Source: an optimization exercise on an open RTL-to-GDS flow (aim: small area). Production flows keep margins and buffers that such runs may drop. The RTL was checked by simulation tests, not by an equivalence proof against the original design. Power and IR drop assume default switching activity.

--- flow/design.v ---
module pe_fa (
    input  logic x, y, z,
    output logic s, c
);
    assign s = x ^ y ^ z;
    assign c = (x & y) | (z & (x ^ y));
endmodule
module pe_ha (
    input  logic x, y,
    output logic s, c
);
    assign s = x ^ y;
    assign c = x & y;
endmodule
module tensor_process_elem (
    input  logic reset
    ,input  logic load_bias
    ,input  logic [31:0] bias_in
    ,input  logic en
    ,input  logic [31:0] left_in
    ,input  logic [31:0] top_in
    ,input  logic [31:0] acc
    ,output logic [31:0] acc_d
);
    logic [31:0] a, b;
    logic [18:0] L;
    logic [31:0] nxt;
    assign a = left_in & {32{en}};
    assign b = top_in;
    wire tp1, tp2, tp3, tp4, tp5, tp6, tp7, tp8, tp9, tp10, tp11, tp12, tp13, tp14, tp15, tp16, tp17, tp18, tp19, tp20, tp21, tp22, tp23, tp24, tp25, tp26, tp27, tp28, tp29, tp30, tp31, tp32, tp33, tp34, tp35, tp36, tp37, tp38, tp39, tp40, tp41, tp42, tp43, tp44, tp45, tp46, tp47, tp48, tp49, tp50, tp51, tp52, tp53, tp54, tp55, tp56, tp57, tp58, tp59, tp60, tp61, tp62, tp63, tp64, tp65, tp66, tp67, tp68, tp69, tp70, tp71, tp72, tp73, tp74, tp75, tp76, tp77, tp78, tp79, tp80, tp81, tp82, tp83, tp84, tp85, tp86, tp87, tp88, tp89, tp90, tp91, tp92, tp93, tp94, tp95, tp96, tp97, tp98, tp99, tp100, tp101, tp102, tp103, tp104, tp105, tp106, tp107, tp108, tp109, tp110, tp111, tp112, tp113, tp114, tp115, tp116, tp117, tp118, tp119, tp120, tp121, tp122, tp123, tp124, tp125, tp126, tp127, tp128, tp129, tp130, tp131, tp132, tp133, tp134, tp135, tp136, tp137, tp138, tp139, tp140, tp141, tp142, tp143, tp144, tp145, tp146, tp147, tp148, tp149, tp150, tp151, tp152, tp153, tp154, tp155, tp156, tp157, tp158, tp159, tp160, tp161, tp162, tp163, tp164, tp165, tp166, tp167, tp168, tp169, tp170, tp171, tp172, tp173, tp174, tp175, tp176, tp177, tp178, tp179, tp180, tp181, tp182, tp183, tp184, tp185, tp186, tp187, tp188, tp189, tp190, tp191, tp192, tp193, tp194, tp195, tp196, tp197, tp198, tp199, tp200, tp201, tp202, tp203, tp204, tp205, tp206, tp207, tp208, tp209, tp210, tp211, tp212, tp213, tp214, tp215, tp216, tp217, tp218, tp219, tp220, tp221, tp222, tp223, tp224, tp225, tp226, tp227, tp228, tp229, tp230, tp231, tp232, tp233, tp234, tp235, tp236, tp237, tp238, tp239, tp240, tp241, tp242, tp243, tp244, tp245, tp246, tp247, tp248, tp249, tp250, tp251, tp252, tp253, tp254, tp255, tp256, tq257, tq258, tq259, tq260, tq261, tq262, tq263, tq264, tq265, tq266, tq267, tq268, tq269, tq270, tq271, tq272, tq273, tq274, ts275, tc276, ts277, tc278, ts279, tc280, ts281, tc282, ts283, tc284, ts285, tc286, ts287, tc288, ts289, tc290, ts291, tc292, ts293, tc294, ts295, tc296, ts297, tc298, ts299, tc300, ts301, tc302, ts303, tc304, ts305, tc306, ts307, tc308, ts309, tc310, ts311, tc312, ts313, tc314, ts315, tc316, ts317, tc318, ts319, tc320, ts321, tc322, ts323, tc324, ts325, tc326, ts327, tc328, ts329, tc330, ts331, tc332, ts333, tc334, ts335, tc336, ts337, tc338, ts339, tc340, ts341, tc342, ts343, tc344, ts345, tc346, ts347, tc348, ts349, tc350, ts351, tc352, ts353, tc354, ts355, tc356, ts357, tc358, ts359, tc360, ts361, tc362, ts363, tc364, ts365, tc366, ts367, tc368, ts369, tc370, ts371, tc372, ts373, tc374, ts375, tc376, ts377, tc378, ts379, tc380, ts381, tc382, ts383, tc384, ts385, tc386, ts387, tc388, ts389, tc390, ts391, tc392, ts393, tc394, ts395, tc396, ts397, tc398, ts399, tc400, ts401, tc402, ts403, tc404, ts405, tc406, ts407, tc408, ts409, tc410, ts411, tc412, ts413, tc414, ts415, tc416, ts417, tc418, ts419, tc420, ts421, tc422, ts423, tc424, ts425, tc426, ts427, tc428, ts429, tc430, ts431, tc432, ts433, tc434, ts435, tc436, ts437, tc438, ts439, tc440, ts441, tc442, ts443, tc444, ts445, tc446, ts447, tc448, ts449, tc450, ts451, tc452, ts453, tc454, ts455, tc456, ts457, tc458, ts459, tc460, ts461, tc462, ts463, tc464, ts465, tc466, ts467, tc468, ts469, tc470, ts471, tc472, ts473, tc474, ts475, tc476, ts477, tc478, ts479, tc480, ts481, tc482, ts483, tc484, ts485, tc486, ts487, tc488, ts489, tc490, ts491, tc492, ts493, tc494, ts495, tc496, ts497, tc498, ts499, tc500, ts501, tc502, ts503, tc504, ts505, tc506, ts507, tc508, ts509, tc510, ts511, tc512, ts513, tc514, ts515, tc516, ts517, tc518, ts519, tc520, ts521, tc522, ts523, tc524, ts525, tc526, ts527, tc528, ts529, tc530, ts531, tc532, ts533, tc534, ts535, tc536, ts537, tc538, ts539, tc540, ts541, tc542, ts543, tc544, ts545, tc546, ts547, tc548, ts549, tc550, ts551, tc552, ts553, tc554, ts555, tc556, ts557, tc558, ts559, tc560, ts561, tc562, ts563, tc564, ts565, tc566, ts567, tc568, ts569, tc570, ts571, tc572, ts573, tc574, ts575, tc576, ts577, tc578, ts579, tc580, ts581, tc582, ts583, tc584, ts585, tc586, ts587, tc588, ts589, tc590, ts591, tc592, ts593, tc594, ts595, tc596, ts597, tc598, ts599, tc600, ts601, tc602, ts603, tc604, ts605, tc606, ts607, tc608, ts609, tc610, ts611, tc612, ts613, tc614, ts615, tc616, ts617, tc618, ts619, tc620, ts621, tc622, ts623, tc624, ts625, tc626, ts627, tc628, ts629, tc630, ts631, tc632, ts633, tc634, ts635, tc636, ts637, tc638, ts639, tc640, ts641, tc642, ts643, tc644, ts645, tc646, ts647, tc648, ts649, tc650, ts651, tc652, ts653, tc654, ts655, tc656, ts657, tc658, ts659, tc660, ts661, tc662, ts663, tc664, ts665, tc666, ts667, tc668, ts669, tc670, ts671, tc672, ts673, tc674, ts675, tc676, ts677, tc678, ts679, tc680, ts681, tc682, ts683, tc684, ts685, tc686, ts687, tc688, ts689, tc690, ts691, tc692, ts693, tc694, ts695, tc696, ts697, tc698, ts699, tc700, ts701, tc702, ts703, tc704, ts705, tc706, ts707, tc708, ts709, tc710, ts711, tc712, ts713, tc714, ts715, tc716, ts717, tc718, ts719, tc720, ts721, tc722, ts723, tc724, ts725, tc726, ts727, tc728, ts729, tc730, ts731, tc732, ts733, tc734, ts735, tc736, ts737, tc738, ts739, tc740, ts741, tc742, ts743, tc744, ts745, tc746, ts747, tc748, ts749, tc750, ts751, tc752, ts753, tc754, ts755, tc756, ts757, tc758, ts759, tc760, ts761, tc762, ts763, tc764, ts765, tc766, ts767, tc768, ts769, tc770, ts771, tc772, ts773, tc774, ts775, tc776, ts777, tc778, ts779, tc780, ts781, tc782, ts783, tc784, ts785, tc786, ts787, tc788, ts789, tc790, ts791, tc792, ts793, tc794, ts795, tc796, ts797, tc798, ts799, tc800, ts801, tc802;
    assign tp1 = ~(a[0] & b[0]);
    assign tp2 = ~(a[0] & b[1]);
    assign tp3 = ~(a[0] & b[2]);
    assign tp4 = ~(a[0] & b[3]);
    assign tp5 = ~(a[0] & b[4]);
    assign tp6 = ~(a[0] & b[5]);
    assign tp7 = ~(a[0] & b[6]);
    assign tp8 = a[0] & b[7];
    assign tp9 = ~(a[1] & b[0]);
    assign tp10 = ~(a[1] & b[1]);
    assign tp11 = ~(a[1] & b[2]);
    assign tp12 = ~(a[1] & b[3]);
    assign tp13 = ~(a[1] & b[4]);
    assign tp14 = ~(a[1] & b[5]);
    assign tp15 = ~(a[1] & b[6]);
    assign tp16 = a[1] & b[7];
    assign tp17 = ~(a[2] & b[0]);
    assign tp18 = ~(a[2] & b[1]);
    assign tp19 = ~(a[2] & b[2]);
    assign tp20 = ~(a[2] & b[3]);
    assign tp21 = ~(a[2] & b[4]);
    assign tp22 = ~(a[2] & b[5]);
    assign tp23 = ~(a[2] & b[6]);
    assign tp24 = a[2] & b[7];
    assign tp25 = ~(a[3] & b[0]);
    assign tp26 = ~(a[3] & b[1]);
    assign tp27 = ~(a[3] & b[2]);
    assign tp28 = ~(a[3] & b[3]);
    assign tp29 = ~(a[3] & b[4]);
    assign tp30 = ~(a[3] & b[5]);
    assign tp31 = ~(a[3] & b[6]);
    assign tp32 = a[3] & b[7];
    assign tp33 = ~(a[4] & b[0]);
    assign tp34 = ~(a[4] & b[1]);
    assign tp35 = ~(a[4] & b[2]);
    assign tp36 = ~(a[4] & b[3]);
    assign tp37 = ~(a[4] & b[4]);
    assign tp38 = ~(a[4] & b[5]);
    assign tp39 = ~(a[4] & b[6]);
    assign tp40 = a[4] & b[7];
    assign tp41 = ~(a[5] & b[0]);
    assign tp42 = ~(a[5] & b[1]);
    assign tp43 = ~(a[5] & b[2]);
    assign tp44 = ~(a[5] & b[3]);
    assign tp45 = ~(a[5] & b[4]);
    assign tp46 = ~(a[5] & b[5]);
    assign tp47 = ~(a[5] & b[6]);
    assign tp48 = a[5] & b[7];
    assign tp49 = ~(a[6] & b[0]);
    assign tp50 = ~(a[6] & b[1]);
    assign tp51 = ~(a[6] & b[2]);
    assign tp52 = ~(a[6] & b[3]);
    assign tp53 = ~(a[6] & b[4]);
    assign tp54 = ~(a[6] & b[5]);
    assign tp55 = ~(a[6] & b[6]);
    assign tp56 = a[6] & b[7];
    assign tp57 = a[7] & b[0];
    assign tp58 = a[7] & b[1];
    assign tp59 = a[7] & b[2];
    assign tp60 = a[7] & b[3];
    assign tp61 = a[7] & b[4];
    assign tp62 = a[7] & b[5];
    assign tp63 = a[7] & b[6];
    assign tp64 = ~(a[7] & b[7]);
    assign tp65 = ~(a[8] & b[8]);
    assign tp66 = ~(a[8] & b[9]);
    assign tp67 = ~(a[8] & b[10]);
    assign tp68 = ~(a[8] & b[11]);
    assign tp69 = ~(a[8] & b[12]);
    assign tp70 = ~(a[8] & b[13]);
    assign tp71 = ~(a[8] & b[14]);
    assign tp72 = a[8] & b[15];
    assign tp73 = ~(a[9] & b[8]);
    assign tp74 = ~(a[9] & b[9]);
    assign tp75 = ~(a[9] & b[10]);
    assign tp76 = ~(a[9] & b[11]);
    assign tp77 = ~(a[9] & b[12]);
    assign tp78 = ~(a[9] & b[13]);
    assign tp79 = ~(a[9] & b[14]);
    assign tp80 = a[9] & b[15];
    assign tp81 = ~(a[10] & b[8]);
    assign tp82 = ~(a[10] & b[9]);
    assign tp83 = ~(a[10] & b[10]);
    assign tp84 = ~(a[10] & b[11]);
    assign tp85 = ~(a[10] & b[12]);
    assign tp86 = ~(a[10] & b[13]);
    assign tp87 = ~(a[10] & b[14]);
    assign tp88 = a[10] & b[15];
    assign tp89 = ~(a[11] & b[8]);
    assign tp90 = ~(a[11] & b[9]);
    assign tp91 = ~(a[11] & b[10]);
    assign tp92 = ~(a[11] & b[11]);
    assign tp93 = ~(a[11] & b[12]);
    assign tp94 = ~(a[11] & b[13]);
    assign tp95 = ~(a[11] & b[14]);
    assign tp96 = a[11] & b[15];
    assign tp97 = ~(a[12] & b[8]);
    assign tp98 = ~(a[12] & b[9]);
    assign tp99 = ~(a[12] & b[10]);
    assign tp100 = ~(a[12] & b[11]);
    assign tp101 = ~(a[12] & b[12]);
    assign tp102 = ~(a[12] & b[13]);
    assign tp103 = ~(a[12] & b[14]);
    assign tp104 = a[12] & b[15];
    assign tp105 = ~(a[13] & b[8]);
    assign tp106 = ~(a[13] & b[9]);
    assign tp107 = ~(a[13] & b[10]);
    assign tp108 = ~(a[13] & b[11]);
    assign tp109 = ~(a[13] & b[12]);
    assign tp110 = ~(a[13] & b[13]);
    assign tp111 = ~(a[13] & b[14]);
    assign tp112 = a[13] & b[15];
    assign tp113 = ~(a[14] & b[8]);
    assign tp114 = ~(a[14] & b[9]);
    assign tp115 = ~(a[14] & b[10]);
    assign tp116 = ~(a[14] & b[11]);
    assign tp117 = ~(a[14] & b[12]);
    assign tp118 = ~(a[14] & b[13]);
    assign tp119 = ~(a[14] & b[14]);
    assign tp120 = a[14] & b[15];
    assign tp121 = a[15] & b[8];
    assign tp122 = a[15] & b[9];
    assign tp123 = a[15] & b[10];
    assign tp124 = a[15] & b[11];
    assign tp125 = a[15] & b[12];
    assign tp126 = a[15] & b[13];
    assign tp127 = a[15] & b[14];
    assign tp128 = ~(a[15] & b[15]);
    assign tp129 = ~(a[16] & b[16]);
    assign tp130 = ~(a[16] & b[17]);
    assign tp131 = ~(a[16] & b[18]);
    assign tp132 = ~(a[16] & b[19]);
    assign tp133 = ~(a[16] & b[20]);
    assign tp134 = ~(a[16] & b[21]);
    assign tp135 = ~(a[16] & b[22]);
    assign tp136 = a[16] & b[23];
    assign tp137 = ~(a[17] & b[16]);
    assign tp138 = ~(a[17] & b[17]);
    assign tp139 = ~(a[17] & b[18]);
    assign tp140 = ~(a[17] & b[19]);
    assign tp141 = ~(a[17] & b[20]);
    assign tp142 = ~(a[17] & b[21]);
    assign tp143 = ~(a[17] & b[22]);
    assign tp144 = a[17] & b[23];
    assign tp145 = ~(a[18] & b[16]);
    assign tp146 = ~(a[18] & b[17]);
    assign tp147 = ~(a[18] & b[18]);
    assign tp148 = ~(a[18] & b[19]);
    assign tp149 = ~(a[18] & b[20]);
    assign tp150 = ~(a[18] & b[21]);
    assign tp151 = ~(a[18] & b[22]);
    assign tp152 = a[18] & b[23];
    assign tp153 = ~(a[19] & b[16]);
    assign tp154 = ~(a[19] & b[17]);
    assign tp155 = ~(a[19] & b[18]);
    assign tp156 = ~(a[19] & b[19]);
    assign tp157 = ~(a[19] & b[20]);
    assign tp158 = ~(a[19] & b[21]);
    assign tp159 = ~(a[19] & b[22]);
    assign tp160 = a[19] & b[23];
    assign tp161 = ~(a[20] & b[16]);
    assign tp162 = ~(a[20] & b[17]);
    assign tp163 = ~(a[20] & b[18]);
    assign tp164 = ~(a[20] & b[19]);
    assign tp165 = ~(a[20] & b[20]);
    assign tp166 = ~(a[20] & b[21]);
    assign tp167 = ~(a[20] & b[22]);
    assign tp168 = a[20] & b[23];
    assign tp169 = ~(a[21] & b[16]);
    assign tp170 = ~(a[21] & b[17]);
    assign tp171 = ~(a[21] & b[18]);
    assign tp172 = ~(a[21] & b[19]);
    assign tp173 = ~(a[21] & b[20]);
    assign tp174 = ~(a[21] & b[21]);
    assign tp175 = ~(a[21] & b[22]);
    assign tp176 = a[21] & b[23];
    assign tp177 = ~(a[22] & b[16]);
    assign tp178 = ~(a[22] & b[17]);
    assign tp179 = ~(a[22] & b[18]);
    assign tp180 = ~(a[22] & b[19]);
    assign tp181 = ~(a[22] & b[20]);
    assign tp182 = ~(a[22] & b[21]);
    assign tp183 = ~(a[22] & b[22]);
    assign tp184 = a[22] & b[23];
    assign tp185 = a[23] & b[16];
    assign tp186 = a[23] & b[17];
    assign tp187 = a[23] & b[18];
    assign tp188 = a[23] & b[19];
    assign tp189 = a[23] & b[20];
    assign tp190 = a[23] & b[21];
    assign tp191 = a[23] & b[22];
    assign tp192 = ~(a[23] & b[23]);
    assign tp193 = ~(a[24] & b[24]);
    assign tp194 = ~(a[24] & b[25]);
    assign tp195 = ~(a[24] & b[26]);
    assign tp196 = ~(a[24] & b[27]);
    assign tp197 = ~(a[24] & b[28]);
    assign tp198 = ~(a[24] & b[29]);
    assign tp199 = ~(a[24] & b[30]);
    assign tp200 = a[24] & b[31];
    assign tp201 = ~(a[25] & b[24]);
    assign tp202 = ~(a[25] & b[25]);
    assign tp203 = ~(a[25] & b[26]);
    assign tp204 = ~(a[25] & b[27]);
    assign tp205 = ~(a[25] & b[28]);
    assign tp206 = ~(a[25] & b[29]);
    assign tp207 = ~(a[25] & b[30]);
    assign tp208 = a[25] & b[31];
    assign tp209 = ~(a[26] & b[24]);
    assign tp210 = ~(a[26] & b[25]);
    assign tp211 = ~(a[26] & b[26]);
    assign tp212 = ~(a[26] & b[27]);
    assign tp213 = ~(a[26] & b[28]);
    assign tp214 = ~(a[26] & b[29]);
    assign tp215 = ~(a[26] & b[30]);
    assign tp216 = a[26] & b[31];
    assign tp217 = ~(a[27] & b[24]);
    assign tp218 = ~(a[27] & b[25]);
    assign tp219 = ~(a[27] & b[26]);
    assign tp220 = ~(a[27] & b[27]);
    assign tp221 = ~(a[27] & b[28]);
    assign tp222 = ~(a[27] & b[29]);
    assign tp223 = ~(a[27] & b[30]);
    assign tp224 = a[27] & b[31];
    assign tp225 = ~(a[28] & b[24]);
    assign tp226 = ~(a[28] & b[25]);
    assign tp227 = ~(a[28] & b[26]);
    assign tp228 = ~(a[28] & b[27]);
    assign tp229 = ~(a[28] & b[28]);
    assign tp230 = ~(a[28] & b[29]);
    assign tp231 = ~(a[28] & b[30]);
    assign tp232 = a[28] & b[31];
    assign tp233 = ~(a[29] & b[24]);
    assign tp234 = ~(a[29] & b[25]);
    assign tp235 = ~(a[29] & b[26]);
    assign tp236 = ~(a[29] & b[27]);
    assign tp237 = ~(a[29] & b[28]);
    assign tp238 = ~(a[29] & b[29]);
    assign tp239 = ~(a[29] & b[30]);
    assign tp240 = a[29] & b[31];
    assign tp241 = ~(a[30] & b[24]);
    assign tp242 = ~(a[30] & b[25]);
    assign tp243 = ~(a[30] & b[26]);
    assign tp244 = ~(a[30] & b[27]);
    assign tp245 = ~(a[30] & b[28]);
    assign tp246 = ~(a[30] & b[29]);
    assign tp247 = ~(a[30] & b[30]);
    assign tp248 = a[30] & b[31];
    assign tp249 = a[31] & b[24];
    assign tp250 = a[31] & b[25];
    assign tp251 = a[31] & b[26];
    assign tp252 = a[31] & b[27];
    assign tp253 = a[31] & b[28];
    assign tp254 = a[31] & b[29];
    assign tp255 = a[31] & b[30];
    assign tp256 = ~(a[31] & b[31]);
    assign tq257 = ~acc[0];
    assign tq258 = ~acc[1];
    assign tq259 = ~acc[2];
    assign tq260 = ~acc[3];
    assign tq261 = ~acc[4];
    assign tq262 = ~acc[5];
    assign tq263 = ~acc[6];
    assign tq264 = ~acc[7];
    assign tq265 = ~acc[8];
    assign tq266 = ~acc[9];
    assign tq267 = ~acc[10];
    assign tq268 = ~acc[11];
    assign tq269 = ~acc[12];
    assign tq270 = ~acc[13];
    assign tq271 = ~acc[14];
    assign tq272 = ~acc[15];
    assign tq273 = ~acc[16];
    assign tq274 = ~acc[17];
    pe_fa uts275 (.x(tq257), .y(tp1), .z(tp65), .s(ts275), .c(tc276));
    pe_fa uts277 (.x(tp129), .y(tp193), .z(ts275), .s(ts277), .c(tc278));
    pe_fa uts279 (.x(tq258), .y(tp2), .z(tp9), .s(ts279), .c(tc280));
    pe_fa uts281 (.x(tp66), .y(tp73), .z(tp130), .s(ts281), .c(tc282));
    pe_fa uts283 (.x(tp137), .y(tp194), .z(tp201), .s(ts283), .c(tc284));
    pe_fa uts285 (.x(tc276), .y(ts279), .z(ts281), .s(ts285), .c(tc286));
    pe_fa uts287 (.x(ts283), .y(tc278), .z(ts285), .s(ts287), .c(tc288));
    pe_fa uts289 (.x(tq259), .y(tp3), .z(tp10), .s(ts289), .c(tc290));
    pe_fa uts291 (.x(tp17), .y(tp67), .z(tp74), .s(ts291), .c(tc292));
    pe_fa uts293 (.x(tp81), .y(tp131), .z(tp138), .s(ts293), .c(tc294));
    pe_fa uts295 (.x(tp145), .y(tp195), .z(tp202), .s(ts295), .c(tc296));
    pe_fa uts297 (.x(tp209), .y(tc280), .z(tc282), .s(ts297), .c(tc298));
    pe_fa uts299 (.x(tc284), .y(ts289), .z(ts291), .s(ts299), .c(tc300));
    pe_fa uts301 (.x(ts293), .y(ts295), .z(tc286), .s(ts301), .c(tc302));
    pe_fa uts303 (.x(ts297), .y(ts299), .z(tc288), .s(ts303), .c(tc304));
    assign ts305 = ~(ts301 ^ ts303);
    assign tc306 = ts301 | ts303;
    pe_fa uts307 (.x(tq260), .y(tp4), .z(tp11), .s(ts307), .c(tc308));
    pe_fa uts309 (.x(tp18), .y(tp25), .z(tp68), .s(ts309), .c(tc310));
    pe_fa uts311 (.x(tp75), .y(tp82), .z(tp89), .s(ts311), .c(tc312));
    pe_fa uts313 (.x(tp132), .y(tp139), .z(tp146), .s(ts313), .c(tc314));
    pe_fa uts315 (.x(tp153), .y(tp196), .z(tp203), .s(ts315), .c(tc316));
    pe_fa uts317 (.x(tp210), .y(tp217), .z(tc290), .s(ts317), .c(tc318));
    pe_fa uts319 (.x(tc292), .y(tc294), .z(tc296), .s(ts319), .c(tc320));
    pe_fa uts321 (.x(ts307), .y(ts309), .z(ts311), .s(ts321), .c(tc322));
    pe_fa uts323 (.x(ts313), .y(ts315), .z(tc298), .s(ts323), .c(tc324));
    pe_fa uts325 (.x(tc300), .y(ts317), .z(ts319), .s(ts325), .c(tc326));
    pe_fa uts327 (.x(ts321), .y(tc302), .z(ts323), .s(ts327), .c(tc328));
    pe_fa uts329 (.x(ts325), .y(tc304), .z(ts327), .s(ts329), .c(tc330));
    assign ts331 = ~(tc306 ^ ts329);
    assign tc332 = tc306 | ts329;
    pe_fa uts333 (.x(tq261), .y(tp5), .z(tp12), .s(ts333), .c(tc334));
    pe_fa uts335 (.x(tp19), .y(tp26), .z(tp33), .s(ts335), .c(tc336));
    pe_fa uts337 (.x(tp69), .y(tp76), .z(tp83), .s(ts337), .c(tc338));
    pe_fa uts339 (.x(tp90), .y(tp97), .z(tp133), .s(ts339), .c(tc340));
    pe_fa uts341 (.x(tp140), .y(tp147), .z(tp154), .s(ts341), .c(tc342));
    pe_fa uts343 (.x(tp161), .y(tp197), .z(tp204), .s(ts343), .c(tc344));
    pe_fa uts345 (.x(tp211), .y(tp218), .z(tp225), .s(ts345), .c(tc346));
    pe_fa uts347 (.x(tc308), .y(tc310), .z(tc312), .s(ts347), .c(tc348));
    pe_fa uts349 (.x(tc314), .y(tc316), .z(ts333), .s(ts349), .c(tc350));
    pe_fa uts351 (.x(ts335), .y(ts337), .z(ts339), .s(ts351), .c(tc352));
    pe_fa uts353 (.x(ts341), .y(ts343), .z(ts345), .s(ts353), .c(tc354));
    pe_fa uts355 (.x(tc318), .y(tc320), .z(tc322), .s(ts355), .c(tc356));
    pe_fa uts357 (.x(ts347), .y(ts349), .z(ts351), .s(ts357), .c(tc358));
    pe_fa uts359 (.x(ts353), .y(tc324), .z(tc326), .s(ts359), .c(tc360));
    pe_fa uts361 (.x(ts355), .y(ts357), .z(tc328), .s(ts361), .c(tc362));
    pe_fa uts363 (.x(ts359), .y(tc330), .z(ts361), .s(ts363), .c(tc364));
    assign ts365 = ~(tc332 ^ ts363);
    assign tc366 = tc332 | ts363;
    pe_fa uts367 (.x(tq262), .y(tp6), .z(tp13), .s(ts367), .c(tc368));
    pe_fa uts369 (.x(tp20), .y(tp27), .z(tp34), .s(ts369), .c(tc370));
    pe_fa uts371 (.x(tp41), .y(tp70), .z(tp77), .s(ts371), .c(tc372));
    pe_fa uts373 (.x(tp84), .y(tp91), .z(tp98), .s(ts373), .c(tc374));
    pe_fa uts375 (.x(tp105), .y(tp134), .z(tp141), .s(ts375), .c(tc376));
    pe_fa uts377 (.x(tp148), .y(tp155), .z(tp162), .s(ts377), .c(tc378));
    pe_fa uts379 (.x(tp169), .y(tp198), .z(tp205), .s(ts379), .c(tc380));
    pe_fa uts381 (.x(tp212), .y(tp219), .z(tp226), .s(ts381), .c(tc382));
    pe_fa uts383 (.x(tp233), .y(tc334), .z(tc336), .s(ts383), .c(tc384));
    pe_fa uts385 (.x(tc338), .y(tc340), .z(tc342), .s(ts385), .c(tc386));
    pe_fa uts387 (.x(tc344), .y(tc346), .z(ts367), .s(ts387), .c(tc388));
    pe_fa uts389 (.x(ts369), .y(ts371), .z(ts373), .s(ts389), .c(tc390));
    pe_fa uts391 (.x(ts375), .y(ts377), .z(ts379), .s(ts391), .c(tc392));
    pe_fa uts393 (.x(ts381), .y(tc348), .z(tc350), .s(ts393), .c(tc394));
    pe_fa uts395 (.x(tc352), .y(tc354), .z(ts383), .s(ts395), .c(tc396));
    pe_fa uts397 (.x(ts385), .y(ts387), .z(ts389), .s(ts397), .c(tc398));
    pe_fa uts399 (.x(ts391), .y(tc356), .z(tc358), .s(ts399), .c(tc400));
    pe_fa uts401 (.x(ts393), .y(ts395), .z(ts397), .s(ts401), .c(tc402));
    pe_fa uts403 (.x(tc360), .y(ts399), .z(tc362), .s(ts403), .c(tc404));
    pe_fa uts405 (.x(ts401), .y(tc364), .z(ts403), .s(ts405), .c(tc406));
    assign ts407 = ~(tc366 ^ ts405);
    assign tc408 = tc366 | ts405;
    pe_fa uts409 (.x(tq263), .y(tp7), .z(tp14), .s(ts409), .c(tc410));
    pe_fa uts411 (.x(tp21), .y(tp28), .z(tp35), .s(ts411), .c(tc412));
    pe_fa uts413 (.x(tp42), .y(tp49), .z(tp71), .s(ts413), .c(tc414));
    pe_fa uts415 (.x(tp78), .y(tp85), .z(tp92), .s(ts415), .c(tc416));
    pe_fa uts417 (.x(tp99), .y(tp106), .z(tp113), .s(ts417), .c(tc418));
    pe_fa uts419 (.x(tp135), .y(tp142), .z(tp149), .s(ts419), .c(tc420));
    pe_fa uts421 (.x(tp156), .y(tp163), .z(tp170), .s(ts421), .c(tc422));
    pe_fa uts423 (.x(tp177), .y(tp199), .z(tp206), .s(ts423), .c(tc424));
    pe_fa uts425 (.x(tp213), .y(tp220), .z(tp227), .s(ts425), .c(tc426));
    pe_fa uts427 (.x(tp234), .y(tp241), .z(tc368), .s(ts427), .c(tc428));
    pe_fa uts429 (.x(tc370), .y(tc372), .z(tc374), .s(ts429), .c(tc430));
    pe_fa uts431 (.x(tc376), .y(tc378), .z(tc380), .s(ts431), .c(tc432));
    pe_fa uts433 (.x(tc382), .y(ts409), .z(ts411), .s(ts433), .c(tc434));
    pe_fa uts435 (.x(ts413), .y(ts415), .z(ts417), .s(ts435), .c(tc436));
    pe_fa uts437 (.x(ts419), .y(ts421), .z(ts423), .s(ts437), .c(tc438));
    pe_fa uts439 (.x(ts425), .y(tc384), .z(tc386), .s(ts439), .c(tc440));
    pe_fa uts441 (.x(tc388), .y(tc390), .z(tc392), .s(ts441), .c(tc442));
    pe_fa uts443 (.x(ts427), .y(ts429), .z(ts431), .s(ts443), .c(tc444));
    pe_fa uts445 (.x(ts433), .y(ts435), .z(ts437), .s(ts445), .c(tc446));
    pe_fa uts447 (.x(tc394), .y(tc396), .z(ts439), .s(ts447), .c(tc448));
    pe_fa uts449 (.x(tc398), .y(ts441), .z(ts443), .s(ts449), .c(tc450));
    pe_fa uts451 (.x(ts445), .y(tc400), .z(ts447), .s(ts451), .c(tc452));
    pe_fa uts453 (.x(tc402), .y(ts449), .z(ts451), .s(ts453), .c(tc454));
    pe_fa uts455 (.x(tc404), .y(ts453), .z(tc406), .s(ts455), .c(tc456));
    assign ts457 = ~(tc408 ^ ts455);
    assign tc458 = tc408 | ts455;
    pe_fa uts459 (.x(tq264), .y(tp8), .z(tp15), .s(ts459), .c(tc460));
    pe_fa uts461 (.x(tp22), .y(tp29), .z(tp36), .s(ts461), .c(tc462));
    pe_fa uts463 (.x(tp43), .y(tp50), .z(tp57), .s(ts463), .c(tc464));
    pe_fa uts465 (.x(tp72), .y(tp79), .z(tp86), .s(ts465), .c(tc466));
    pe_fa uts467 (.x(tp93), .y(tp100), .z(tp107), .s(ts467), .c(tc468));
    pe_fa uts469 (.x(tp114), .y(tp121), .z(tp136), .s(ts469), .c(tc470));
    pe_fa uts471 (.x(tp143), .y(tp150), .z(tp157), .s(ts471), .c(tc472));
    pe_fa uts473 (.x(tp164), .y(tp171), .z(tp178), .s(ts473), .c(tc474));
    pe_fa uts475 (.x(tp185), .y(tp200), .z(tp207), .s(ts475), .c(tc476));
    pe_fa uts477 (.x(tp214), .y(tp221), .z(tp228), .s(ts477), .c(tc478));
    pe_fa uts479 (.x(tp235), .y(tp242), .z(tp249), .s(ts479), .c(tc480));
    pe_fa uts481 (.x(tc410), .y(tc412), .z(tc414), .s(ts481), .c(tc482));
    pe_fa uts483 (.x(tc416), .y(tc418), .z(tc420), .s(ts483), .c(tc484));
    pe_fa uts485 (.x(tc422), .y(tc424), .z(tc426), .s(ts485), .c(tc486));
    pe_fa uts487 (.x(ts459), .y(ts461), .z(ts463), .s(ts487), .c(tc488));
    pe_fa uts489 (.x(ts465), .y(ts467), .z(ts469), .s(ts489), .c(tc490));
    pe_fa uts491 (.x(ts471), .y(ts473), .z(ts475), .s(ts491), .c(tc492));
    pe_fa uts493 (.x(ts477), .y(ts479), .z(tc428), .s(ts493), .c(tc494));
    pe_fa uts495 (.x(tc430), .y(tc432), .z(tc434), .s(ts495), .c(tc496));
    pe_fa uts497 (.x(tc436), .y(tc438), .z(ts481), .s(ts497), .c(tc498));
    pe_fa uts499 (.x(ts483), .y(ts485), .z(ts487), .s(ts499), .c(tc500));
    pe_fa uts501 (.x(ts489), .y(ts491), .z(tc440), .s(ts501), .c(tc502));
    pe_fa uts503 (.x(tc442), .y(tc444), .z(ts493), .s(ts503), .c(tc504));
    pe_fa uts505 (.x(tc446), .y(ts495), .z(ts497), .s(ts505), .c(tc506));
    pe_fa uts507 (.x(ts499), .y(tc448), .z(ts501), .s(ts507), .c(tc508));
    pe_fa uts509 (.x(tc450), .y(ts503), .z(ts505), .s(ts509), .c(tc510));
    pe_fa uts511 (.x(tc452), .y(ts507), .z(ts509), .s(ts511), .c(tc512));
    pe_fa uts513 (.x(tc454), .y(ts511), .z(tc456), .s(ts513), .c(tc514));
    assign ts515 = ~(tc458 ^ ts513);
    assign tc516 = tc458 | ts513;
    pe_fa uts517 (.x(tq265), .y(tp16), .z(tp23), .s(ts517), .c(tc518));
    pe_fa uts519 (.x(tp30), .y(tp37), .z(tp44), .s(ts519), .c(tc520));
    pe_fa uts521 (.x(tp51), .y(tp58), .z(tp80), .s(ts521), .c(tc522));
    pe_fa uts523 (.x(tp87), .y(tp94), .z(tp101), .s(ts523), .c(tc524));
    pe_fa uts525 (.x(tp108), .y(tp115), .z(tp122), .s(ts525), .c(tc526));
    pe_fa uts527 (.x(tp144), .y(tp151), .z(tp158), .s(ts527), .c(tc528));
    pe_fa uts529 (.x(tp165), .y(tp172), .z(tp179), .s(ts529), .c(tc530));
    pe_fa uts531 (.x(tp186), .y(tp208), .z(tp215), .s(ts531), .c(tc532));
    pe_fa uts533 (.x(tp222), .y(tp229), .z(tp236), .s(ts533), .c(tc534));
    pe_fa uts535 (.x(tp243), .y(tp250), .z(tc460), .s(ts535), .c(tc536));
    pe_fa uts537 (.x(tc462), .y(tc464), .z(tc466), .s(ts537), .c(tc538));
    pe_fa uts539 (.x(tc468), .y(tc470), .z(tc472), .s(ts539), .c(tc540));
    pe_fa uts541 (.x(tc474), .y(tc476), .z(tc478), .s(ts541), .c(tc542));
    pe_fa uts543 (.x(tc480), .y(ts517), .z(ts519), .s(ts543), .c(tc544));
    pe_fa uts545 (.x(ts521), .y(ts523), .z(ts525), .s(ts545), .c(tc546));
    pe_fa uts547 (.x(ts527), .y(ts529), .z(ts531), .s(ts547), .c(tc548));
    pe_fa uts549 (.x(ts533), .y(tc482), .z(tc484), .s(ts549), .c(tc550));
    pe_fa uts551 (.x(tc486), .y(tc488), .z(tc490), .s(ts551), .c(tc552));
    pe_fa uts553 (.x(tc492), .y(ts535), .z(ts537), .s(ts553), .c(tc554));
    pe_fa uts555 (.x(ts539), .y(ts541), .z(ts543), .s(ts555), .c(tc556));
    pe_fa uts557 (.x(ts545), .y(ts547), .z(tc494), .s(ts557), .c(tc558));
    pe_fa uts559 (.x(tc496), .y(tc498), .z(ts549), .s(ts559), .c(tc560));
    pe_fa uts561 (.x(tc500), .y(ts551), .z(ts553), .s(ts561), .c(tc562));
    pe_fa uts563 (.x(tc502), .y(ts555), .z(tc504), .s(ts563), .c(tc564));
    pe_fa uts565 (.x(ts557), .y(tc506), .z(ts559), .s(ts565), .c(tc566));
    pe_fa uts567 (.x(ts561), .y(tc508), .z(ts563), .s(ts567), .c(tc568));
    pe_fa uts569 (.x(tc510), .y(ts565), .z(ts567), .s(ts569), .c(tc570));
    pe_fa uts571 (.x(tc512), .y(ts569), .z(tc514), .s(ts571), .c(tc572));
    assign ts573 = ~(tc516 ^ ts571);
    assign tc574 = tc516 | ts571;
    pe_fa uts575 (.x(tq266), .y(tp24), .z(tp31), .s(ts575), .c(tc576));
    pe_fa uts577 (.x(tp38), .y(tp45), .z(tp52), .s(ts577), .c(tc578));
    pe_fa uts579 (.x(tp59), .y(tp88), .z(tp95), .s(ts579), .c(tc580));
    pe_fa uts581 (.x(tp102), .y(tp109), .z(tp116), .s(ts581), .c(tc582));
    pe_fa uts583 (.x(tp123), .y(tp152), .z(tp159), .s(ts583), .c(tc584));
    pe_fa uts585 (.x(tp166), .y(tp173), .z(tp180), .s(ts585), .c(tc586));
    pe_fa uts587 (.x(tp187), .y(tp216), .z(tp223), .s(ts587), .c(tc588));
    pe_fa uts589 (.x(tp230), .y(tp237), .z(tp244), .s(ts589), .c(tc590));
    pe_fa uts591 (.x(tp251), .y(tc518), .z(tc520), .s(ts591), .c(tc592));
    pe_fa uts593 (.x(tc522), .y(tc524), .z(tc526), .s(ts593), .c(tc594));
    pe_fa uts595 (.x(tc528), .y(tc530), .z(tc532), .s(ts595), .c(tc596));
    pe_fa uts597 (.x(tc534), .y(ts575), .z(ts577), .s(ts597), .c(tc598));
    pe_fa uts599 (.x(ts579), .y(ts581), .z(ts583), .s(ts599), .c(tc600));
    pe_fa uts601 (.x(ts585), .y(ts587), .z(ts589), .s(ts601), .c(tc602));
    pe_fa uts603 (.x(tc536), .y(tc538), .z(tc540), .s(ts603), .c(tc604));
    pe_fa uts605 (.x(tc542), .y(tc544), .z(tc546), .s(ts605), .c(tc606));
    pe_fa uts607 (.x(tc548), .y(ts591), .z(ts593), .s(ts607), .c(tc608));
    pe_fa uts609 (.x(ts595), .y(ts597), .z(ts599), .s(ts609), .c(tc610));
    pe_fa uts611 (.x(ts601), .y(tc550), .z(tc552), .s(ts611), .c(tc612));
    pe_fa uts613 (.x(tc554), .y(ts603), .z(tc556), .s(ts613), .c(tc614));
    pe_fa uts615 (.x(ts605), .y(ts607), .z(tc558), .s(ts615), .c(tc616));
    pe_fa uts617 (.x(ts609), .y(tc560), .z(tc562), .s(ts617), .c(tc618));
    pe_fa uts619 (.x(ts611), .y(ts613), .z(tc564), .s(ts619), .c(tc620));
    pe_fa uts621 (.x(ts615), .y(tc566), .z(ts617), .s(ts621), .c(tc622));
    pe_fa uts623 (.x(tc568), .y(ts619), .z(ts621), .s(ts623), .c(tc624));
    pe_fa uts625 (.x(tc570), .y(ts623), .z(tc572), .s(ts625), .c(tc626));
    assign ts627 = ~(tc574 ^ ts625);
    assign tc628 = tc574 | ts625;
    pe_fa uts629 (.x(tq267), .y(tp32), .z(tp39), .s(ts629), .c(tc630));
    pe_fa uts631 (.x(tp46), .y(tp53), .z(tp60), .s(ts631), .c(tc632));
    pe_fa uts633 (.x(tp96), .y(tp103), .z(tp110), .s(ts633), .c(tc634));
    pe_fa uts635 (.x(tp117), .y(tp124), .z(tp160), .s(ts635), .c(tc636));
    pe_fa uts637 (.x(tp167), .y(tp174), .z(tp181), .s(ts637), .c(tc638));
    pe_fa uts639 (.x(tp188), .y(tp224), .z(tp231), .s(ts639), .c(tc640));
    pe_fa uts641 (.x(tp238), .y(tp245), .z(tp252), .s(ts641), .c(tc642));
    pe_fa uts643 (.x(tc576), .y(tc578), .z(tc580), .s(ts643), .c(tc644));
    pe_fa uts645 (.x(tc582), .y(tc584), .z(tc586), .s(ts645), .c(tc646));
    pe_fa uts647 (.x(tc588), .y(tc590), .z(ts629), .s(ts647), .c(tc648));
    pe_fa uts649 (.x(ts631), .y(ts633), .z(ts635), .s(ts649), .c(tc650));
    pe_fa uts651 (.x(ts637), .y(ts639), .z(ts641), .s(ts651), .c(tc652));
    pe_fa uts653 (.x(tc592), .y(tc594), .z(tc596), .s(ts653), .c(tc654));
    pe_fa uts655 (.x(tc598), .y(tc600), .z(tc602), .s(ts655), .c(tc656));
    pe_fa uts657 (.x(ts643), .y(ts645), .z(ts647), .s(ts657), .c(tc658));
    pe_fa uts659 (.x(ts649), .y(ts651), .z(tc604), .s(ts659), .c(tc660));
    pe_fa uts661 (.x(tc606), .y(tc608), .z(ts653), .s(ts661), .c(tc662));
    pe_fa uts663 (.x(tc610), .y(ts655), .z(ts657), .s(ts663), .c(tc664));
    pe_fa uts665 (.x(tc612), .y(ts659), .z(tc614), .s(ts665), .c(tc666));
    pe_fa uts667 (.x(ts661), .y(tc616), .z(ts663), .s(ts667), .c(tc668));
    pe_fa uts669 (.x(tc618), .y(ts665), .z(tc620), .s(ts669), .c(tc670));
    pe_fa uts671 (.x(ts667), .y(tc622), .z(ts669), .s(ts671), .c(tc672));
    pe_fa uts673 (.x(tc624), .y(ts671), .z(tc626), .s(ts673), .c(tc674));
    pe_ha uts675 (.x(tc628), .y(ts673), .s(ts675), .c(tc676));
    pe_fa uts677 (.x(tq268), .y(tp40), .z(tp47), .s(ts677), .c(tc678));
    pe_fa uts679 (.x(tp54), .y(tp61), .z(tp104), .s(ts679), .c(tc680));
    pe_fa uts681 (.x(tp111), .y(tp118), .z(tp125), .s(ts681), .c(tc682));
    pe_fa uts683 (.x(tp168), .y(tp175), .z(tp182), .s(ts683), .c(tc684));
    pe_fa uts685 (.x(tp189), .y(tp232), .z(tp239), .s(ts685), .c(tc686));
    pe_fa uts687 (.x(tp246), .y(tp253), .z(tc630), .s(ts687), .c(tc688));
    pe_fa uts689 (.x(tc632), .y(tc634), .z(tc636), .s(ts689), .c(tc690));
    pe_fa uts691 (.x(tc638), .y(tc640), .z(tc642), .s(ts691), .c(tc692));
    pe_fa uts693 (.x(ts677), .y(ts679), .z(ts681), .s(ts693), .c(tc694));
    pe_fa uts695 (.x(ts683), .y(ts685), .z(tc644), .s(ts695), .c(tc696));
    pe_fa uts697 (.x(tc646), .y(tc648), .z(tc650), .s(ts697), .c(tc698));
    pe_fa uts699 (.x(tc652), .y(ts687), .z(ts689), .s(ts699), .c(tc700));
    pe_fa uts701 (.x(ts691), .y(ts693), .z(tc654), .s(ts701), .c(tc702));
    pe_fa uts703 (.x(tc656), .y(ts695), .z(tc658), .s(ts703), .c(tc704));
    pe_fa uts705 (.x(ts697), .y(ts699), .z(tc660), .s(ts705), .c(tc706));
    pe_fa uts707 (.x(tc662), .y(ts701), .z(tc664), .s(ts707), .c(tc708));
    pe_fa uts709 (.x(ts703), .y(ts705), .z(tc666), .s(ts709), .c(tc710));
    pe_fa uts711 (.x(tc668), .y(ts707), .z(ts709), .s(ts711), .c(tc712));
    pe_fa uts713 (.x(tc670), .y(ts711), .z(tc672), .s(ts713), .c(tc714));
    pe_fa uts715 (.x(ts713), .y(tc674), .z(tc676), .s(ts715), .c(tc716));
    pe_fa uts717 (.x(tq269), .y(tp48), .z(tp55), .s(ts717), .c(tc718));
    pe_fa uts719 (.x(tp62), .y(tp112), .z(tp119), .s(ts719), .c(tc720));
    pe_fa uts721 (.x(tp126), .y(tp176), .z(tp183), .s(ts721), .c(tc722));
    pe_fa uts723 (.x(tp190), .y(tp240), .z(tp247), .s(ts723), .c(tc724));
    pe_fa uts725 (.x(tp254), .y(tc678), .z(tc680), .s(ts725), .c(tc726));
    pe_fa uts727 (.x(tc682), .y(tc684), .z(tc686), .s(ts727), .c(tc728));
    pe_fa uts729 (.x(ts717), .y(ts719), .z(ts721), .s(ts729), .c(tc730));
    pe_fa uts731 (.x(ts723), .y(tc688), .z(tc690), .s(ts731), .c(tc732));
    pe_fa uts733 (.x(tc692), .y(tc694), .z(ts725), .s(ts733), .c(tc734));
    pe_fa uts735 (.x(ts727), .y(ts729), .z(tc696), .s(ts735), .c(tc736));
    pe_fa uts737 (.x(tc698), .y(tc700), .z(ts731), .s(ts737), .c(tc738));
    pe_fa uts739 (.x(ts733), .y(tc702), .z(ts735), .s(ts739), .c(tc740));
    pe_fa uts741 (.x(tc704), .y(ts737), .z(tc706), .s(ts741), .c(tc742));
    pe_fa uts743 (.x(ts739), .y(tc708), .z(ts741), .s(ts743), .c(tc744));
    pe_fa uts745 (.x(tc710), .y(ts743), .z(tc712), .s(ts745), .c(tc746));
    pe_fa uts747 (.x(ts745), .y(tc714), .z(tc716), .s(ts747), .c(tc748));
    pe_fa uts749 (.x(tq270), .y(tp56), .z(tp63), .s(ts749), .c(tc750));
    pe_fa uts751 (.x(tp120), .y(tp127), .z(tp184), .s(ts751), .c(tc752));
    pe_fa uts753 (.x(tp191), .y(tp248), .z(tp255), .s(ts753), .c(tc754));
    pe_fa uts755 (.x(tc718), .y(tc720), .z(tc722), .s(ts755), .c(tc756));
    pe_fa uts757 (.x(tc724), .y(ts749), .z(ts751), .s(ts757), .c(tc758));
    pe_fa uts759 (.x(ts753), .y(tc726), .z(tc728), .s(ts759), .c(tc760));
    pe_fa uts761 (.x(tc730), .y(ts755), .z(ts757), .s(ts761), .c(tc762));
    pe_fa uts763 (.x(tc732), .y(tc734), .z(ts759), .s(ts763), .c(tc764));
    pe_fa uts765 (.x(tc736), .y(ts761), .z(tc738), .s(ts765), .c(tc766));
    pe_fa uts767 (.x(ts763), .y(tc740), .z(ts765), .s(ts767), .c(tc768));
    pe_fa uts769 (.x(tc742), .y(ts767), .z(tc744), .s(ts769), .c(tc770));
    pe_fa uts771 (.x(ts769), .y(tc746), .z(tc748), .s(ts771), .c(tc772));
    pe_fa uts773 (.x(tq271), .y(tp64), .z(tp128), .s(ts773), .c(tc774));
    pe_fa uts775 (.x(tp192), .y(tp256), .z(tc750), .s(ts775), .c(tc776));
    pe_fa uts777 (.x(tc752), .y(tc754), .z(ts773), .s(ts777), .c(tc778));
    pe_fa uts779 (.x(tc756), .y(tc758), .z(ts775), .s(ts779), .c(tc780));
    pe_fa uts781 (.x(ts777), .y(tc760), .z(tc762), .s(ts781), .c(tc782));
    pe_fa uts783 (.x(ts779), .y(tc764), .z(ts781), .s(ts783), .c(tc784));
    pe_fa uts785 (.x(tc766), .y(ts783), .z(tc768), .s(ts785), .c(tc786));
    pe_fa uts787 (.x(ts785), .y(tc770), .z(tc772), .s(ts787), .c(tc788));
    pe_fa uts789 (.x(tq272), .y(tc774), .z(tc776), .s(ts789), .c(tc790));
    pe_fa uts791 (.x(tc778), .y(tc780), .z(ts789), .s(ts791), .c(tc792));
    pe_fa uts793 (.x(tc782), .y(ts791), .z(tc784), .s(ts793), .c(tc794));
    pe_fa uts795 (.x(ts793), .y(tc786), .z(tc788), .s(ts795), .c(tc796));
    pe_fa uts797 (.x(tq273), .y(tc790), .z(tc792), .s(ts797), .c(tc798));
    pe_fa uts799 (.x(ts797), .y(tc794), .z(tc796), .s(ts799), .c(tc800));
    pe_fa uts801 (.x(tq274), .y(tc798), .z(tc800), .s(ts801), .c(tc802));
    assign L[0] = ~ts277;
    assign L[1] = ~ts287;
    assign L[2] = ~ts305;
    assign L[3] = ~ts331;
    assign L[4] = ~ts365;
    assign L[5] = ~ts407;
    assign L[6] = ~ts457;
    assign L[7] = ~ts515;
    assign L[8] = ~ts573;
    assign L[9] = ~ts627;
    assign L[10] = ~ts675;
    assign L[11] = ~ts715;
    assign L[12] = ~ts747;
    assign L[13] = ~ts771;
    assign L[14] = ~ts787;
    assign L[15] = ~ts795;
    assign L[16] = ~ts799;
    assign L[17] = ~ts801;
    assign L[18] = ~tc802;
    logic inc, dec;
    logic [31:18] p1, p0;
    assign inc = L[18] & L[17];
    assign dec = ~L[18] & ~L[17];
    assign p1[18] = 1'b1;
    assign p0[18] = 1'b1;
    generate
        for (genvar i = 19; i < 32; i++) begin : gen_pfx
            assign p1[i] = p1[i-1] & acc[i-1];
            assign p0[i] = p0[i-1] & ~acc[i-1];
        end
    endgenerate
    assign nxt[16:0] = L[16:0];
    assign nxt[17] = ~L[17];
    assign nxt[31:18] = acc[31:18] ^ (({14{inc}} & p1) | ({14{dec}} & p0));
    assign acc_d = reset ? 32'd0 : load_bias ? bias_in : nxt;
endmodule
module systolic_tensor_array (
    input   logic    clk              
    ,input  logic    reset            
    ,input  logic    stall            
    ,input  logic [31:0]  A0          
    ,input  logic [31:0]  A1          
    ,input  logic [31:0]  A2          
    ,input  logic [31:0]  A3          
    ,input  logic [31:0]  B0          
    ,input  logic [31:0]  B1          
    ,input  logic [31:0]  B2          
    ,input  logic [31:0]  B3          
    ,input  logic [3:0]   load_bias0  
    ,input  logic [3:0]   load_bias1  
    ,input  logic [3:0]   load_bias2  
    ,input  logic [3:0]   load_bias3  
    ,input  logic [127:0] bias0       
    ,input  logic [127:0] bias1       
    ,input  logic [127:0] bias2       
    ,input  logic [127:0] bias3       
    ,output logic [127:0] C0          
    ,output logic [127:0] C1          
    ,output logic [127:0] C2          
    ,output logic [127:0] C3          
    ,output logic   sta_idle          
);
    localparam int N = 4;
    logic [N-1:0][N-1:0][31:0] A_data;
    logic [N-1:0][N-1:0][31:0] B_data;
    logic [N-1:0][N-1:0]       A_nz;      
    logic [N-1:0][N-1:0]       B_nz;      
    logic [N-1:0][N-1:0][31:0] pe_outputs;
    logic [N-1:0][N-1:0]       lb_all;
    logic [N-1:0][N-1:0][31:0] bias_all;
    assign lb_all[0] = load_bias0;  assign bias_all[0] = bias0;
    assign lb_all[1] = load_bias1;  assign bias_all[1] = bias1;
    assign lb_all[2] = load_bias2;  assign bias_all[2] = bias2;
    assign lb_all[3] = load_bias3;  assign bias_all[3] = bias3;
    assign A_data[0][0] = A0;  assign B_data[0][0] = B0;
    assign A_data[1][0] = A1;  assign B_data[0][1] = B1;
    assign A_data[2][0] = A2;  assign B_data[0][2] = B2;
    assign A_data[3][0] = A3;  assign B_data[0][3] = B3;
    generate
        for (genvar i = 0; i < N; i++) begin : gen_edge
            assign A_nz[i][0] = |A_data[i][0];
            assign B_nz[0][i] = |B_data[0][i];
        end
        for (genvar row = 0; row < N; row++) begin : gen_rows
            for (genvar col = 0; col < N; col++) begin : gen_cols
                if (col != 0) begin : gen_a_data
                    logic [31:0] a_q;
                    logic        a_nz;
                    always_ff @(posedge clk) begin
                        if (!stall)
                            a_q <= A_data[row][col-1];
                    end
                    always_ff @(posedge clk) begin
                        if (reset)
                            a_nz <= 1'b0;
                        else if (!stall)
                            a_nz <= A_nz[row][col-1];
                    end
                    assign A_data[row][col] = a_q;
                    assign A_nz[row][col]   = a_nz;
                end
                if (row != 0) begin : gen_b_data
                    logic [31:0] b_q;
                    logic        b_nz;
                    always_ff @(posedge clk) begin
                        if (!stall)
                            b_q <= B_data[row-1][col];
                    end
                    always_ff @(posedge clk) begin
                        if (reset)
                            b_nz <= 1'b0;
                        else if (!stall)
                            b_nz <= B_nz[row-1][col];
                    end
                    assign B_data[row][col] = b_q;
                    assign B_nz[row][col]   = b_nz;
                end
                logic en;
                if (row == 0 && col == 0) begin : gen_en00
                    assign en = !stall;
                end else if (row == 0) begin : gen_en0c
                    assign en = !stall && A_nz[row][col];
                end else if (col == 0) begin : gen_enr0
                    assign en = !stall && B_nz[row][col];
                end else begin : gen_enrc
                    assign en = !stall && A_nz[row][col] && B_nz[row][col];
                end
                logic [31:0] acc_q, acc_d;
                tensor_process_elem pe (
                    .reset(reset)
                    ,.load_bias(lb_all[row][col])
                    ,.bias_in(bias_all[row][col])
                    ,.en(en)
                    ,.left_in(A_data[row][col])
                    ,.top_in(B_data[row][col])
                    ,.acc(acc_q)
                    ,.acc_d(acc_d)
                );
                always_ff @(posedge clk) begin
                    acc_q <= acc_d;
                end
                assign pe_outputs[row][col] = acc_q;
            end
        end
    endgenerate
    assign C0 = pe_outputs[0];
    assign C1 = pe_outputs[1];
    assign C2 = pe_outputs[2];
    assign C3 = pe_outputs[3];
    assign sta_idle = !(|A_nz || |B_nz || |lb_all);
endmodule
--- flow/run.sh ---
#!/bin/bash
# synth_recipe.tcl (not shown) runs the flow's synth.tcl, then flattens the netlist and writes it again
# the make line also repeats each setting of config.mk as NAME=value (left out here)
make -C /OpenROAD-flow-scripts/flow DESIGN_CONFIG=/design/flow/config.mk WORK_HOME=/design/flow/orfs CLKGATE_MAP_FILE= SYNTH_SCRIPT=/design/flow/synth_recipe.tcl finish
--- flow/config.mk ---
export PLATFORM = sky130hd
export DESIGN_NAME = systolic_tensor_array
export DESIGN_NICKNAME = systolic_tensor_array
export VERILOG_FILES = /design/flow/design.v
export SDC_FILE = /design/flow/constraint.sdc
export NUM_CORES = 4
export LEC_CHECK = 0
export ABC_AREA = 1
export CAP_MARGIN = 20
export CORE_MARGIN = 2
export CORE_UTILIZATION = 55
export SLEW_MARGIN = 20
export SYNTH_HIERARCHICAL = 1
--- flow/constraint.sdc ---
create_clock -name core_clock -period 12.0 [get_ports {clk}]
set_input_delay 2.4000 -clock core_clock [delete_from_list [all_inputs] [get_ports {clk}]]
set_output_delay 2.4000 -clock core_clock [all_outputs]
set_load 0.01 [all_outputs]
==> impl_metrics.yaml <==
status:
  outcome: "complete, but fails checks"
  check.faults: "setup timing"
layout:
  syn_to_final_growth_pct: 24.83
  mostFrequentLayoutCells: "nand2_1 (3901), fa_1 (3339), nor2_1 (1716), buf_4 (1667), inv_1 (1626)"
  fillers: 22160
  drive_gt1_share_pct: 19.75
  multiInputGateArea_um2: 118300
  final_nets: 23140
  final_common_cell: "nand2_1"
  fin_area_um2: 198000
  seq_area_um2: 33790
setup_path:
  required_ns: 12.77
  worst_setup_path_start_kind: "input pin"
  path_common_cell: "fa_2"
  crit_fanout: 8
  cp_slowest_stage_delay_ns: 0.54
  critPathKind: "in2reg"
  endpoint_kind: "flip-flop"
  slowest_stage: "fa_1"
  worstPathArrival_ns: 12.78
clocking:
  clkSinkCount: 1304
  h-tree-depth: 4
  clock_latency_ns: 0.90
  path_clk_slew_ns: 0.06
  clk_path_buf_depth: 4
  cts_hold_buf: 0
  cts_buffers: 164
  cts_root_buffer: "clkbuf_16"
  cts_tree: "done"
sta:
  fin_crit_ns: 12.02
  timing.final.ws_setup_ns: -0.01520
  fin_crit_sh_pct: 100.1
  max_freq_ghz: 0.08323
  clock_skew_ns: 0.04317
  tightest_slew_ns: 1.130
  rsz0062_at_grt: "yes"
  slew_violations: 0
  hold_violations: 0
  finalSetupViolCount: 1
  whs_ns: 0.4629
  worst_slew_margin_rel_pct: 23.88
global_route:
  grt_usage_pct: 44.27
  grt-ovfl-total: 0
  grt_antenna_before_repair: 39
  grt_pass1_vias: 134100
  grt_max_degree: 178
  grt_pass1_wl_um: 916900
placement:
  gp_congestion: 1.087
  hpwl_um: 544200
  place_area_um2: 187200
  port_buffers: 1299
synth:
  syn_area_um2: 158600
  ys_top_cells_by_area: "fa_1 (51%), edfxtp_1 (15%), nand2_1 (9.7%), dfxtp_1 (6.8%), inv_1 (4.6%)"
  yosysSeqAreaShare_pct: 21.30
  syn_nets: 20530
  synth_cell_types: 33
  synthArstFlopShare_pct: 0
  avgSynthCellArea_um2: 10.24
  yosysWarnings: 7
  synth_top_area_share_pct: 51.48
  synth_area_leader_cell: "fa_1"
  synthCells: 15490
  synth_edf_count: 768
  ys_ff_latch: 1304
  synth_flop_cell: "edfxtp_1"
die:
  die_h_um: 541.1
  start_util_pct: 55.20
  ios: 1300
  rows: 197
  fp.dieArea_um2: 292800
  dieWidth_um: 541.1
  core_um2: 287400
drt:
  viasPerCell: 5.738
  avgRoutedWirePerCell_um: 29.13
  drtIter0Drc: 13990
  dr.pass1.iters: 9
  postRouteAntennaNets: 0
  vias: 126500
  post-route-drc-count: 0
  drt-total-wl_um: 641900
power:
  vdd_drop_max_uv: 932.9
  p_per_area_nw_per_um2: 265.1
  leakage_nw: 71.23
flow_run:
  cap_violations: 0
hold_path:
  hp-class: "reg2reg"
power by group:
group / internal (mW) / switching (mW) / total (mW)
sequential: 5.65 / 1.29 / 6.94
clock: 3.04 / 2.18 / 5.23
combinational: 19.0 / 21.3 / 40.3
total: 27.7 / 24.8 / 52.5
Yosys stat by module (local to each module, per instance):
module / flops+latches / area, um^2 / cells / times used
pe_fa: 0 / 20.02 / 1 / 4080
tensor_process_elem: 0 / 2596 / 609 / 16
systolic_tensor_array: 1304 / 35230 / 1647 / 1
pe_ha: 0 / 12.51 / 1 / 16
stage by stage:
step / std cells / total power [mW] / setup slack (ns) / utilization, % / TNS [ns]
6_report: 22040 / 52.50 / -0.01520 / 68.91 / -0.01520
5_1_grt: 22020 / 56.82 / -0.3047 / 68.89 / -10.74
3_3_place_gp: 21500 / 43.85 / -1.649 / 65.15 / -247.61
3_5_place_dp: 21500 / 44.31 / -1.824 / 65.15 / -274.88
2_1_floorplan: 15490 / 29.34 / -1.877 / - / -151.73
4_1_cts: 21850 / 51.01 / 0.0006626 / 67.60 / 0
sequential cells by signal, summed over array words and instances, names as in the netlist:
name	cells
gen_rows.gen_cols.acc_q	512
gen_rows.gen_cols.gen_a_data.a_nz	12
gen_rows.gen_cols.gen_a_data.a_q	384
gen_rows.gen_cols.gen_b_data.b_nz	12
gen_rows.gen_cols.gen_b_data.b_q	384
critical path: cells and delay by family:
kind	cells	cell delay [ns]
fa+ha+maj	19	7.56
buf+inv	12	1.50
simple gates	8	0.88
compound gates	2	0.28
xor+xnor	1	0.08
synth_stat cells (161+ instances only):
cell,instances
a21oi_1,212
buf_1,464
clkbuf_1,161
dfxtp_1,536
edfxtp_1,768
fa_1,4080
ha_1,176
inv_1,1925
nand2_1,4120
nand3_1,212
nor2_1,1734
o21ai_0,416
repair_timing:
item / in CTS / in global routing
gates cloned: 6 / 14
resized for setup: 424 / 756
pin swaps: 153 / 490
endpoints found under the setup margin: 172 / 167
setup buffers: 45 / 149
area by class of cell:
| class | instances | area share (%) |
|---|---|---|
| Antenna cell | 25 | 0.03159 |
| Clock buffer | 213 | 2.300 |
| Clock inverter | 86 | 0.4940 |
| Inverter | 1942 | 3.810 |
| Multi-Input combinational cell | 11580 | 59.75 |
| Sequential cell | 1304 | 17.06 |
| Tap cell | 3781 | 2.389 |
| Timing Repair Buffer | 3109 | 14.16 |
metal layers:
metal / part of all wire [%] / GRT usage [%] / vias to the layer above / routed length (um)
li1: - / - / 51920 / -
met1: 35 / 55.08 / 63890 / 223500
met2: 44 / 66.19 / 8470 / 284800
met3: 12 / 13.11 / 2126 / 74750
met4: 9.1 / 32.14 / 42 / 58630
met5: 0.042 / 0 / - / 270
path summary, 6_finish.rpt:
path                            depth (start not counted)                                                  from  slack, ns                                                   end
worst min register to register                          0  gen_rows[1].gen_cols[2].gen_a_data.a_q[13]$_DFFE_PN_       0.46  gen_rows[1].gen_cols[3].gen_a_data.a_q[13]$_DFFE_PN_
worst max-delay path                                   42                                                 stall      -0.02             gen_rows[3].gen_cols[3].acc_q[26]$_DFF_P_
worst max register to register                         37  gen_rows[1].gen_cols[1].gen_a_data.a_nz$_SDFFE_PP0N_       1.22             gen_rows[1].gen_cols[1].acc_q[28]$_DFF_P_
worst min-delay path                                    0  gen_rows[1].gen_cols[2].gen_a_data.a_q[13]$_DFFE_PN_       0.46  gen_rows[1].gen_cols[3].gen_a_data.a_q[13]$_DFFE_PN_
logic make-up (layout without fill, tap and decap cells):
family	Yosys count	after routing	synth area share, %
compound gates	808	808	2.704
other cells	0	25	0
fa+ha+maj	4256	4256	52.87
flops	1304	1304	21.30
xor+xnor	128	128	0.7066
simple gates	6385	6385	16.13
buf+inv	2606	5350	6.290

[afterwards: timing with drivers on the ports]
Ports are ideal in the flow. The routed layout listed here was re-timed in OpenROAD.
Step 1 assumes that a clkbuf_16 drives the clock port and a buf_2 every other input.
Step 2 times the ports against the registers' clock, not the clock port: input delays grow and output delays shrink by t, the midpoint of the rising clock arrivals with the driver on.
Slacks: no drivers / after step 1 / after step 2; pairs: no drivers / after step 1.
t (ns): 0.986
setup slack, ns: -0.015 / -0.026 / -1.013
clock arrival spread, ns: 0.055 / 0.055
worst register clock-pin slew, ns: 0.07 / 0.07
worst data-port slew with drivers (ns): 0.26
For this run, drivers alone change the setup slack by -0.011 ns; drivers and shift together by -0.998 ns.
